From an optimization exercise on the open Yosys and OpenROAD flow, aimed at small area and a short achievable clock period; shortcuts taken in it are not production practice. The RTL was checked by simulation tests, not by an equivalence proof against the original design.

==> flow/design.v (outline; a module is shown in full before it is edited, if it fits) <==
// module multiplier64x64: 8287 lines
// module booth_enc: 5 lines
// module fa_cell: 4 lines
// module ha_cell: 4 lines
// module mult64_top: 12 lines
module mult64_top(
    input              clk,
    input      [63:0]  a,
    input      [63:0]  b,
    output reg [127:0] prod
    );
  // ...
==> flow/run.sh <==
#!/bin/bash
# synth_recipe.tcl (not shown) runs the flow's synth.tcl, then flattens the netlist and writes it again
# the make line also repeats each setting of config.mk as NAME=value (left out here)
make -C /OpenROAD-flow-scripts/flow DESIGN_CONFIG=/design/flow/config.mk WORK_HOME=/design/flow/orfs CLKGATE_MAP_FILE= SYNTH_SCRIPT=/design/flow/synth_recipe.tcl finish
==> flow/config.mk <==
export PLATFORM = sky130hd
export DESIGN_NAME = mult64_top
export DESIGN_NICKNAME = mult64_top
export VERILOG_FILES = /design/flow/design.v
export SDC_FILE = /design/flow/constraint.sdc
export NUM_CORES = 4
export LEC_CHECK = 0
export ABC_AREA = 1
export CAP_MARGIN = 20
export CORE_MARGIN = 2
export CORE_UTILIZATION = 40
export SETUP_SLACK_MARGIN = 5
export SLEW_MARGIN = 20
export SYNTH_HIERARCHICAL = 1
==> flow/constraint.sdc <==
create_clock -name core_clock -period 16.0 [get_ports {clk}]
set_input_delay 3.2000 -clock core_clock [delete_from_list [all_inputs] [get_ports {clk}]]
set_output_delay 3.2000 -clock core_clock [all_outputs]
set_load 0.01 [all_outputs]
==> impl_metrics.toml, run 1 <==
[finish]
num-multi-input-gates = 7907
seqCellArea_um2 = 2560
post-route-util = 0.432
largest_reg_flops = 128
nets = 11544
dominant-cell-class = "multi-input combinational cells"
final_cell_mix = "xor2_1, o22ai_1, fa_1"
n_clock_buffer = 17
fill_cells = 21494
top_regs = "prod x128"
final_area_um2 = 95700

[detailed_routing]
antenna_left = 0
drtIter0Drc = 14690
met1_length_um = 148000
vias_per_cell = 6.97

[setup_path]
critPathLaunch = "b[18]"
crit_chain = "clkdlybuf4s50_1, xnor2_2, buf_4, o22ai_1, xor2_1, fa_1, fa_1, fa_1, fa_1, fa_1, fa_1, fa_1, ha_1, nand2_1, nor2_1, nand3_1, nor3_2, nand2_2, nand2_8, nand2_1, nand3_1, nand2_1"
max_stage_delay_ns = 0.77

[synthesis]
synthMuxAreaShare = 0
synth_seq_cells = 128
synthAdderAreaFrac = 0.475
synth_xor_area_frac = 0.215
synth.top_cell.area_share = 0.442

[clocking]
cts-hold-fix-buffers = 0
cts_inserted_buffers = 17

[die]
die_w_um = 476
initial_core_util = 0.402
core_um2 = 222000

[place]
dpl-instance-area_um2 = 94400
post-place-cells = 12160

[sta]
layout_setup_ws_ns = 5.03
worstMarginPinSlew_ns = 1.13

[outcome]
outcome = "complete, no violations"
==> inputs of run 2 (changes only) <==
==> flow/flow/run.sh (new file) <==
#!/bin/bash
set -euo pipefail
bash standard.sh SETUP_SLACK_MARGIN=6.2 finish > standard_flow.log 2>&1
==> flow/standard.sh (new file) <==
#!/bin/bash
# synth_recipe.tcl (not shown) runs the flow's synth.tcl, then flattens the netlist and writes it again
# the make line also repeats each setting of config.mk as NAME=value (left out here)
make -C /OpenROAD-flow-scripts/flow DESIGN_CONFIG=/design/flow/config.mk WORK_HOME=/design/flow/orfs CLKGATE_MAP_FILE= SYNTH_SCRIPT=/design/flow/synth_recipe.tcl "${@:-finish}"
--- a/flow/config.mk
+++ b/flow/config.mk
@@ -10,5 +10,5 @@
 export CORE_MARGIN = 2
 export CORE_UTILIZATION = 40
-export SETUP_SLACK_MARGIN = 5
 export SLEW_MARGIN = 20
 export SYNTH_HIERARCHICAL = 1
+export TNS_END_PERCENT = 0
removed: flow/run.sh
==> impl_metrics.toml, run 2 <==
[place]
port_buffers = 256
place_congestion = 1.03
place_ws_ns = 3.20
post-place-cells = 12160
hpwl_um = 291000

[sta]
relSlewSlack = 0.238
rsz0062_at_grt = "yes"
tns_ns = 0
slew_viol_final = 0
layout_setup_ws_ns = 5.88
post-route-period-util = 0.633
fin_hold_ws_ns = 3.26
setup_viol = 0
fin_crit_ns = 10.12
max_freq_ghz = 0.0988
worstMarginPinSlew_ns = 1.14
hold_viol_final = 0

[synthesis]
synthDistinctLibCells = 42
avgSynthCellArea_um2 = 9.25
yosysMostFrequentCell = "xor2_1"
yosysSeqAreaShare = 0.0288
synth_ff_type = "dfxtp_1"
synth_common_cells = "xor2_1, o22ai_1, fa_1"
synth_seq_cells = 128
synth.top_cell.area_share = 0.442
syn_area_um2 = 89000
synthArstFlopShare = 0
synth.area.top_cells = "fa_1, xor2_1, o22ai_1"
netlist_instances = 9619
post-synth-top-area-cell = "fa_1"
synth-edff-count = 0
yosys_warnings = 7

[finish]
final_cell_mix = "xor2_1, o22ai_1, fa_1"
largest_reg_flops = 128
syn_to_final_growth_pct = 13.4
top_regs = "prod x128"
post-route-util = 0.455
top_register = "prod"
fin_cells = 12329
layout_commonest_cell = "xor2_1"
nets = 11651
fill_cells = 20986
drive_gt1_frac = 0.110

[min_path]
hold_class = "primary input to flop"
min_path_cells = 4
hold_start = "b[1]"
worstHoldEndpoint = "prod[0]$_DFF_P_"

[detailed_routing]
drtIter0Drc = 15378
vias_per_cell = 7.02
drt-pass1-iter-count = 14
routed_wl_um = 456000
wire_per_inst_um = 37.0
post-route-drc-count = 0
antenna_left = 0
vias = 86563

[clocking]
cts_max_level = 4
cts_inserted_buffers = 17
cts_max_path_buffers = 2
clk_pin_slew_ns = 0.07
cts_root_buffer = "clkbuf_16"
clock_sinks = 128
cts-hold-fix-buffers = 0
cts_tree = "yes"

[global_routing]
antenna_found_initial = 25
grt_pass1_wl_um = 636000
grt-ovfl-total = 0
track_usage = 0.391
grt_max_degree = 65
grt_pass1_vias = 89089

[setup_path]
path_class = "primary input to flop"
cp.required_ns = 16.44
critPathMaxFanout = 18
cp.arrival_ns = 10.57
cp-start-kind = "primary input"
endpoint_kind = "flop"

[flow_run]
cap_violations = 0

[die]
die_area_um2 = 226000
core_um2 = 222000
rows = 173
die_h_um = 476
initial_core_util = 0.402
die_w_um = 476
io_pins = 257

[outcome]
outcome = "complete, no violations"
run 2: area by class of cell:
cell class / instances / area [um2] / share of cell area
Antenna cell: 21 / 52.6 / 0.000521
Clock buffer: 17 / 425 / 0.00422
Clock inverter: 15 / 195 / 0.00193
Inverter: 575 / 2860 / 0.0283
Multi-Input combinational cell: 7918 / 83000 / 0.822
Sequential cell: 128 / 2560 / 0.0254
Tap cell: 2975 / 3720 / 0.0369
Timing Repair Buffer: 677 / 8120 / 0.0804
Timing Repair inverter: 3 / 26.3 / 0.000260
run 2: Yosys stat by module, one instance, submodules excluded:
module,flops+latches,area [um2],cells inside,copies in the design
fa_cell,0,20.0,1,1961
booth_enc,0,28.8,6,64
ha_cell,0,12.5,1,85
multiplier64x64,0,44300,7061,1
mult64_top,128,2560,128,1
run 2: routing by layer:
layer,wire length [um],share of wire,global-route usage
met5,1040,0.0023,0.0115
met4,43800,0.096,0.274
met3,79400,0.17,0.206
met2,181000,0.40,0.544
met1,150000,0.33,0.458
run 2: repair_timing:
action / CTS / global route
gates resized for setup: 624 / 581
setup buffers: 38 / 40
setup endpoints to repair: 96 / 93
pin swaps: 27 / 121
cloned: 17 / 21
run 2: kinds of logic after synthesis:
| group | after synthesis | synth area share |
|---|---|---|
| AND/OR/NAND/NOR | 1246 | 0.0561 |
| XOR/XNOR | 2188 | 0.215 |
| AO/OA/AOI/OAI | 2263 | 0.157 |
| adder cells (fa/ha/maj) | 2202 | 0.475 |
| buffers and inverters | 1591 | 0.0676 |
| flip-flops | 128 | 0.0288 |
| other | 1 | 0.0000421 |
run 2: how the worst max path moves through the flow:
stage / from / cells after the start / slack [ns] / end
after CTS: b[1] / 31 / 5.92 / prod[121]$_DFF_P_
after floorplan: b[21] / 23 / 6.30 / prod[65]$_DFF_P_
after global placement: b[25] / 25 / 3.25 / prod[115]$_DFF_P_
after detailed placement: b[33] / 28 / 3.20 / prod[121]$_DFF_P_
after global routing: a[2] / 27 / 5.81 / prod[105]$_DFF_P_
final: a[2] / 22 / 5.88 / prod[64]$_DFF_P_
run 2: per-stage QoR:
stage	area, um2
after CTS	97900
after global routing	101000
after detailed placement	94400
after global placement	94400
final	101000
after floorplan	89000
run 2: worst max-delay path, cell delays in order:
cell	delay, ns
clkdlybuf4s50_1	0.68
bufinv_16	0.42
buf_6	0.28
o22ai_1	0.14
xor2_1	0.29
ha_1	0.32
fa_1	0.52
fa_1	0.55
fa_1	0.49
fa_1	0.46
fa_1	0.45
fa_1	0.54
ha_4	0.31
nand2_1	0.11
nor2_4	0.14
inv_2	0.08
nor2_4	0.24
nand3_4	0.14
nor3_4	0.23
nand2_4	0.18
nand2_8	0.17
fa_2	0.53
==> inputs of run 3 (changes only) <==
==> flow/flow/run.sh (replaced) <==
#!/bin/bash
set -euo pipefail
bash standard.sh SETUP_SLACK_MARGIN=6.0 "BUFFER_PORTS_ARGS=-buffer_cell sky130_fd_sc_hd__buf_2" finish > standard_flow.log 2>&1
==> impl_metrics.toml, run 3 <==
[synthesis]
synth.area.top_cells = "fa_1, xor2_1, o22ai_1"
synth_common_cells = "xor2_1, o22ai_1, fa_1"
synth-edff-count = 0
synthDistinctLibCells = 42
synth_seq_cells = 128
synthArstFlopShare = 0
synth_ff_type = "dfxtp_1"
synth.top_cell.area_share = 0.442
yosys_warnings = 7
netlist_instances = 9619
avgSynthCellArea_um2 = 9.25
yosysSeqAreaShare = 0.0288
post-synth-top-area-cell = "fa_1"
syn_area_um2 = 89000
yosysMostFrequentCell = "xor2_1"

[die]
die_w_um = 476
die_h_um = 476
initial_core_util = 0.402
io_pins = 257
rows = 173
die_area_um2 = 226000
core_um2 = 222000

[place]
place_congestion = 1.04
hpwl_um = 293000
port_buffers = 256

[detailed_routing]
drt-pass1-iter-count = 13
post-route-drc-count = 0
wire_per_inst_um = 36.8
antenna_left = 0
vias = 85993
routed_wl_um = 451000
vias_per_cell = 7.03
drtIter0Drc = 15524

[global_routing]
grt_pass1_wl_um = 633000
grt_max_degree = 65
track_usage = 0.389
grt-ovfl-total = 0
grt_pass1_vias = 88460
antenna_found_initial = 37

[finish]
multiInputGateArea_um2 = 81800
syn_to_final_growth_pct = 8.25
seqCellArea_um2 = 2560
nets = 11560
top_regs = "prod x128"
largest_reg_flops = 128
fill_cells = 21305
top_register = "prod"
layout_commonest_cell = "xor2_1"
final_cell_mix = "xor2_1, o22ai_1, fa_1"
drive_gt1_frac = 0.103

[setup_path]
endpoint = "prod[67]$_DFF_P_"
path_class = "primary input to flop"
cp.required_ns = 16.35
critPathLaunch = "a[6]"
cp-start-kind = "primary input"
critPathMaxFanout = 34
cp.arrival_ns = 10.40
endpoint_kind = "flop"

[clocking]
clock_sinks = 128
cts_tree = "yes"
clk_pin_slew_ns = 0.08
cts_root_buffer = "clkbuf_16"
cts_max_path_buffers = 2
cts_max_level = 4
cts_inserted_buffers = 17
cts-hold-fix-buffers = 0

[sta]
post-route-period-util = 0.628
tns_ns = 0
relSlewSlack = 0.286
rsz0062_at_grt = "yes"
slew_viol_final = 0
fin_hold_ws_ns = 3.07
worstMarginPinSlew_ns = 1.07
fin_crit_ns = 10.05
hold_viol_final = 0
max_freq_ghz = 0.0995
setup_viol = 0

[min_path]
hold_class = "primary input to flop"

[outcome]
outcome = "complete, no violations"

[flow_run]
cap_violations = 0
## run 3: cell counts after synthesis
No cell type changed its count.
## run 3: through the flow
step	instances	utilization	setup slack, ns	cell area, um2
2_1_floorplan	9624	-	6.30	89000
3_3_place_gp	12147	0.420	4.00	93000
3_5_place_dp	12147	0.420	3.90	93000
4_1_cts	12197	0.428	5.95	94900
5_1_grt	12227	0.435	5.86	96300
6_report	12237	0.435	5.95	96300
## run 3: worst min-delay path by stage
stage                startpoint               to  depth (start not counted)  slack (ns)
2_1_floorplan              b[1]  prod[0]$_DFF_P_                          1        3.33
3_3_place_gp   prod[22]$_DFF_P_         prod[22]                          1        3.60
3_5_place_dp   prod[20]$_DFF_P_         prod[20]                          1        3.59
4_1_cts                    b[1]  prod[0]$_DFF_P_                          2        3.07
5_1_grt                    b[1]  prod[0]$_DFF_P_                          2        3.06
6_report                   b[1]  prod[0]$_DFF_P_                          2        3.07
## run 3: layout make-up
class	count	area share
multi-input cells	7913	0.849
flip-flops and latches	128	0.0266
diodes	20	0.000519
repair buffers	594	0.0545
inverters	575	0.0242
clock inverters	15	0.00227
well taps	2975	0.0386
clock buffers	17	0.00442
## run 3: cells by family (layout without fill, tap and decap cells)
kind of cell	Yosys count	count (layout)	share of synthesized area
buffers and inverters	1591	1201	0.0676
and+or+nand+nor	1246	1254	0.0561
DFF	128	128	0.0288
adders and majority gates	2202	2202	0.475
AOI/OAI and AO/OA	2263	2263	0.157
xor gates and xnor gates	2188	2188	0.215
other	1	26	0.0000421
## run 3: critical path: stages
cell     delay (ns)
buf_2          0.13
inv_2          0.04
buf_4          0.62
buf_4          0.60
o22ai_1        0.19
xor2_1         0.19
fa_1           0.50
fa_1           0.52
fa_1           0.45
fa_1           0.52
fa_1           0.49
fa_1           0.49
ha_1           0.36
nand2_1        0.09
inv_1          0.07
nand2_1        0.07
inv_1          0.08
nand2_1        0.09
nor2_1         0.14
nand2_1        0.35
nor3_2         0.30
nand2_4        0.12
nand2_8        0.17
nand2_1        0.12
nand3_1        0.09
nand2_1        0.30
## run 3: what timing repair did
action	CTS	global route
pin swaps	5	16
cloned	3	9
setup endpoints to repair	91	74
setup buffers	15	11
resized for setup	265	301
## run 3: Yosys stat by module, one instance, submodules excluded
module	flops+latches	area [um2]
ha_cell	0	12.5
booth_enc	0	28.8
multiplier64x64	0	44300
mult64_top	128	2560
fa_cell	0	20.0
## run 3: routing by layer
metal / vias up / track usage / share of wire
li1: 31466 / - / -
met1: 41962 / 0.460 / 0.33
met2: 9523 / 0.543 / 0.40
met3: 3000 / 0.200 / 0.17
met4: 42 / 0.266 / 0.093
met5: - / 0.0124 / 0.0016
==> inputs of run 4 (changes only) <==
--- a/flow/config.mk
+++ b/flow/config.mk
@@ -9,5 +9,7 @@
 export CAP_MARGIN = 20
 export CORE_MARGIN = 2
-export CORE_UTILIZATION = 40
+export CORE_UTILIZATION = 50
+export CTS_CLUSTER_DIAMETER = 40
+export CTS_CLUSTER_SIZE = 10
 export SLEW_MARGIN = 20
 export SYNTH_HIERARCHICAL = 1
==> impl_metrics.toml, run 4 <==
[die]
die_h_um = 426
initial_core_util = 0.504
rows = 154
core_um2 = 176000
die_area_um2 = 181000
io_pins = 257
die_w_um = 426

[place]
port_buffers = 256
place_congestion = 1.06
hpwl_um = 276000

[detailed_routing]
drtIter0Drc = 15197
vias_per_cell = 7.36
routed_wl_um = 429000
vias = 85443
drt-pass1-iter-count = 12
routed-wl-met2_um = 173000
antenna_left = 0
wl_met3_um = 71900
met1_length_um = 143000
post-route-drc-count = 0
wire_per_inst_um = 37.0
top_layer_used = "met5"

[setup_path]
path_common_cell = "fa_1"
path_delay_family = "adder cells"
cpMaxStageDelayCell = "fa_2"
cp.required_ns = 16.48
critPathLaunch = "b[9]"
cp.arrival_ns = 10.54
crit_buf_inv = 3
max_stage_delay_ns = 0.73
crit_chain = "buf_4, clkinvlp_4, nand2_4, nand2_8, buf_4, o22ai_1, xor2_2, fa_1, fa_1, fa_1, fa_1, fa_1, fa_1, fa_1, ha_1, a21oi_1, nand2_1, a21oi_1, nand2_1, a21oi_4, nand2_8, fa_2"
path_class = "primary input to flop"
cp-start-kind = "primary input"
endpoint_kind = "flop"
endpoint = "prod[64]$_DFF_P_"
path_depth = 22
critPathMaxFanout = 12

[synthesis]
yosysMostFrequentCell = "xor2_1"
synthDistinctLibCells = 42
synth_seq_cells = 128
netlist_instances = 9619
synth-edff-count = 0
synth.top_cell.area_share = 0.442
synth_common_cells = "xor2_1, o22ai_1, fa_1"
avgSynthCellArea_um2 = 9.25
yosysSeqAreaShare = 0.0288
yosys_warnings = 7
syn_area_um2 = 89000
synthArstFlopShare = 0
synth_ff_type = "dfxtp_1"
synth.area.top_cells = "fa_1, xor2_1, o22ai_1"
post-synth-top-area-cell = "fa_1"

[clocking]
cts_tree = "yes"
cts_max_path_buffers = 2
clock_sinks = 128
clk_pin_slew_ns = 0.07
cts_max_level = 4
cts_inserted_buffers = 17
cts_root_buffer = "clkbuf_16"

[sta]
relSlewSlack = 0.268
slew_viol_final = 0
fin_hold_ws_ns = 3.02
rsz0062_at_grt = "yes"
max_freq_ghz = 0.0994
fin_crit_ns = 10.06
setup_viol = 0
hold_viol_final = 0
post-route-period-util = 0.629
tns_ns = 0
worstMarginPinSlew_ns = 1.10

[outcome]
outcome = "complete, no violations"

[global_routing]
grt_max_degree = 65
grt_pass1_vias = 87215
antenna_found_initial = 22
grt-ovfl-total = 0
grt_pass1_wl_um = 612000
track_usage = 0.467

[finish]
nets = 11561
top_register = "prod"
top_regs = "prod x128"
syn_to_final_growth_pct = 7.52
largest_reg_flops = 128
final_cell_mix = "xor2_1, o22ai_1, fa_1"
layout_commonest_cell = "xor2_1"
drive_gt1_frac = 0.103

[min_path]
hold_class = "primary input to flop"

[flow_run]
cap_violations = 0
[run 4: cell types whose count changed in the layout (fill, tap and decap cells not counted), sizes merged]
cell	change
buf	-3
bufinv	-2
clkbuf	+6
clkinv	+5
clkinvlp	-1
diode	+7
inv	-2
nand2	-2
[run 4: per-module statistics from Yosys (local to each module, per instance)]
module	flip-flops and latches	cell area (um2)	copies in the design	cells
multiplier64x64	0	44300	1	7061
booth_enc	0	28.8	64	6
ha_cell	0	12.5	85	1
mult64_top	128	2560	1	128
fa_cell	0	20.0	1961	1
[run 4: through the flow]
step	cell area, um2	utilization	instances	setup WS, ns
6_report	95700	0.542	11610	5.94
5_1_grt	95700	0.542	11597	5.83
3_3_place_gp	92100	0.522	11499	3.98
2_1_floorplan	89000	-	9624	6.30
4_1_cts	93700	0.531	11545	5.95
3_5_place_dp	92100	0.522	11499	3.75
[run 4: layout make-up]
cell class	instances	area, um2
Antenna cell	27	67.6
Clock buffer	17	425
Sequential cell	128	2560
Clock inverter	15	175
Inverter	575	2320
Fill cell	15902	80800
Multi-Input combinational cell	7911	81700
Timing Repair Buffer	597	5500
Tap cell	2340	2930
[run 4: cells by family after synthesis]
group,synth area share
buffers and inverters,0.0676
AO/OA/AOI/OAI,0.157
AND/OR/NAND/NOR,0.0561
XOR/XNOR,0.215
other,0.0000421
adder cells (fa/ha/maj),0.475
flip-flops,0.0288
[run 4: repair_timing]
action,CTS,global route
endpoints found under the setup margin,80,80
hold buffers,0,0
pin swaps,8,16
gates resized for setup,207,457
cloned,2,9
buffers inserted,12,29
[run 4: metal layers]
| layer | track usage | vias to the layer above |
|---|---|---|
| li1 | - | 31461 |
| met5 | 0.0317 | - |
| met2 | 0.654 | 9154 |
| met3 | 0.237 | 3031 |
| met4 | 0.325 | 36 |
| met1 | 0.552 | 41761 |
[run 4: worst min-delay path by stage]
| stage | depth (start not counted) | endpoint | startpoint | slack, ns |
|---|---|---|---|---|
| floorplan | 1 | prod[0]$_DFF_P_ | b[1] | 3.33 |
| global placement | 1 | prod[43] | prod[43]$_DFF_P_ | 3.59 |
| detailed placement | 1 | prod[30] | prod[30]$_DFF_P_ | 3.59 |
| CTS | 2 | prod[0]$_DFF_P_ | b[1] | 3.11 |
| global route | 2 | prod[0]$_DFF_P_ | b[1] | 3.01 |
| finish | 2 | prod[0]$_DFF_P_ | b[1] | 3.02 |
==> inputs of run 5 (changes only) <==
==> flow/flow/run.sh (replaced) <==
#!/bin/bash
set -euo pipefail
bash standard.sh SETUP_SLACK_MARGIN=6.2 "BUFFER_PORTS_ARGS=-buffer_cell sky130_fd_sc_hd__buf_2" finish > standard_flow.log 2>&1
==> impl_metrics.toml, run 5 <==
[outcome]
outcome = "complete, no violations"

[die]
die_area_um2 = 181000
die_h_um = 426
initial_core_util = 0.504
core_um2 = 176000
die_w_um = 426
io_pins = 257
rows = 154

[min_path]
hold_class = "primary input to flop"

[clocking]
cts_inserted_buffers = 17
cts_tree = "yes"
clock_sinks = 128
cts-hold-fix-buffers = 0
clk_pin_slew_ns = 0.08
cts_max_path_buffers = 2
cts_root_buffer = "clkbuf_16"
cts_max_level = 4

[setup_path]
crit_buf_inv = 4
cp-start-kind = "primary input"
max_stage_delay_ns = 0.62
cp.required_ns = 16.50
path_delay_family = "adder cells"
endpoint_kind = "flop"
cpMaxStageDelayCell = "fa_2"
cp.arrival_ns = 10.33
path_class = "primary input to flop"
path_common_cell = "fa_1"
critPathMaxFanout = 17

[sta]
rsz0062_at_grt = "yes"
fin_hold_ws_ns = 2.99
tns_ns = 0
worstMarginPinSlew_ns = 0.821
hold_viol_final = 0
relSlewSlack = 0.453
slew_viol_final = 0
fin_crit_ns = 9.84
max_freq_ghz = 0.102
setup_viol = 0
post-route-period-util = 0.615
layout_setup_ws_ns = 6.16

[detailed_routing]
drt-pass1-iter-count = 16
drtIter0Drc = 15819
antenna_left = 0
vias_per_cell = 7.43
routed_wl_um = 437000
post-route-drc-count = 0
vias = 86496
wire_per_inst_um = 37.6

[synthesis]
synth.area.top_cells = "fa_1, xor2_1, o22ai_1"
avgSynthCellArea_um2 = 9.25
yosys_warnings = 7
netlist_instances = 9619
synthDistinctLibCells = 42
synth.top_cell.area_share = 0.442
synth_seq_cells = 128
yosysSeqAreaShare = 0.0288
synthArstFlopShare = 0
synth-edff-count = 0
yosysMostFrequentCell = "xor2_1"
synth_common_cells = "xor2_1, o22ai_1, fa_1"
post-synth-top-area-cell = "fa_1"
syn_area_um2 = 89000
synth_ff_type = "dfxtp_1"

[finish]
top_regs = "prod x128"
fill_cells = 15659
drive_gt1_frac = 0.117
largest_reg_flops = 128
fin_cells = 11638
syn_to_final_growth_pct = 9.77
layout_commonest_cell = "xor2_1"
top_register = "prod"
final_cell_mix = "xor2_1, o22ai_1, fa_1"
nets = 11588

[place]
place_ws_ns = 3.75
hpwl_um = 276000
place_congestion = 1.06
port_buffers = 256
post-place-cells = 11499

[global_routing]
grt_max_degree = 65
grt-ovfl-total = 0
track_usage = 0.468
grt_pass1_vias = 87433
antenna_found_initial = 26
grt_pass1_wl_um = 613000

[flow_run]
cap_violations = 0
==> run 5: cell counts after synthesis <==
No cell type changed its count.
==> run 5: layout make-up <==
class	instances	area, um2	share of cell area
multi-input combinational	7910	82400	0.843
timing repair buffer	625	6810	0.0697
tap	2340	2930	0.0300
sequential	128	2560	0.0262
inverter	575	2360	0.0241
clock buffer	17	425	0.00435
clock inverter	15	175	0.00179
antenna	28	70.1	0.000717
==> run 5: logic make-up after synthesis <==
group | Yosys count | share of synthesized area
AOI/OAI and AO/OA | 2263 | 0.157
and+or+nand+nor | 1246 | 0.0561
adders and majority gates | 2202 | 0.475
other | 1 | 0.0000421
buffers and inverters | 1591 | 0.0676
xor gates and xnor gates | 2188 | 0.215
DFF | 128 | 0.0288
==> run 5: modules after synthesis, one instance, submodules excluded <==
module	flops+latches	area [um2]	copies in the design
multiplier64x64	0	44300	1
mult64_top	128	2560	1
booth_enc	0	28.8	64
fa_cell	0	20.0	1961
ha_cell	0	12.5	85
==> run 5: stage by stage <==
stage | utilization | cell area [um2]
after floorplan | - | 89000
after global placement | 0.522 | 92100
after detailed placement | 0.522 | 92100
after CTS | 0.534 | 94200
after global routing | 0.553 | 97600
final | 0.554 | 97700
==> run 5: path summary, 6_finish.rpt <==
check	start	endpoint	slack (ns)	cells past startpoint
min	b[1]	prod[0]$_DFF_P_	2.99	2
max	b[40]	prod[109]$_DFF_P_	6.16	27
==> run 5: layer usage <==
metal	part of all wire	vias up	routed length, um	track usage
met5	0.0021	-	917	0.0246
met4	0.097	30	42300	0.321
met3	0.17	3037	75500	0.235
met2	0.40	9561	175000	0.658
met1	0.33	42326	143000	0.555
li1	-	31542	-	-
==> run 5: what timing repair did <==
action	4_1_cts	5_1_grt
endpoints found under the hold margin	0	0
endpoints found under the setup margin	80	85
gates resized for setup	315	651
gates cloned	2	30
buffers inserted	20	27
pin swaps	12	69

## what the ideal ports hide
The results above use ideal ports. As a check the final layouts listed here were re-extracted and re-timed, cells and wires unchanged.
Step 1 assumes that a clkbuf_16 drives the clock port and a buf_2 every other input.
Step 2 moves the port delays by t, midway between the first and last clock arrival at a register: inputs arrive t later, outputs are due t later. That takes back most of the time a late clock gives input paths.
a / b / c = ideal ports / drivers / drivers and shift; a / b = the first two.
run	t (ns)	slack for setup (ns)	latest minus earliest clock arrival (ns)	slew at the worst register clock pin (ns)	pins driven straight from the clock port
run 1	0.683	5.034 / 5.028 / 4.344	0.039 / 0.039	0.11 / 0.11	1
run 2	0.712	5.877 / 5.801 / 5.088	0.034 / 0.035	0.11 / 0.11	1
run 3	0.701	5.950 / 5.870 / 5.170	0.047 / 0.047	0.12 / 0.12	1
run 4	0.690	5.941 / 5.952 / 5.262	0.043 / 0.043	0.11 / 0.11	1
run 5	0.690	6.165 / 6.034 / 5.344	0.045 / 0.044	0.11 / 0.11	1
After both steps setup and hold are still met in every run listed. The setup slack of run 5, which loses most, moves by -0.131 ns with the drivers and by -0.821 ns with both steps.
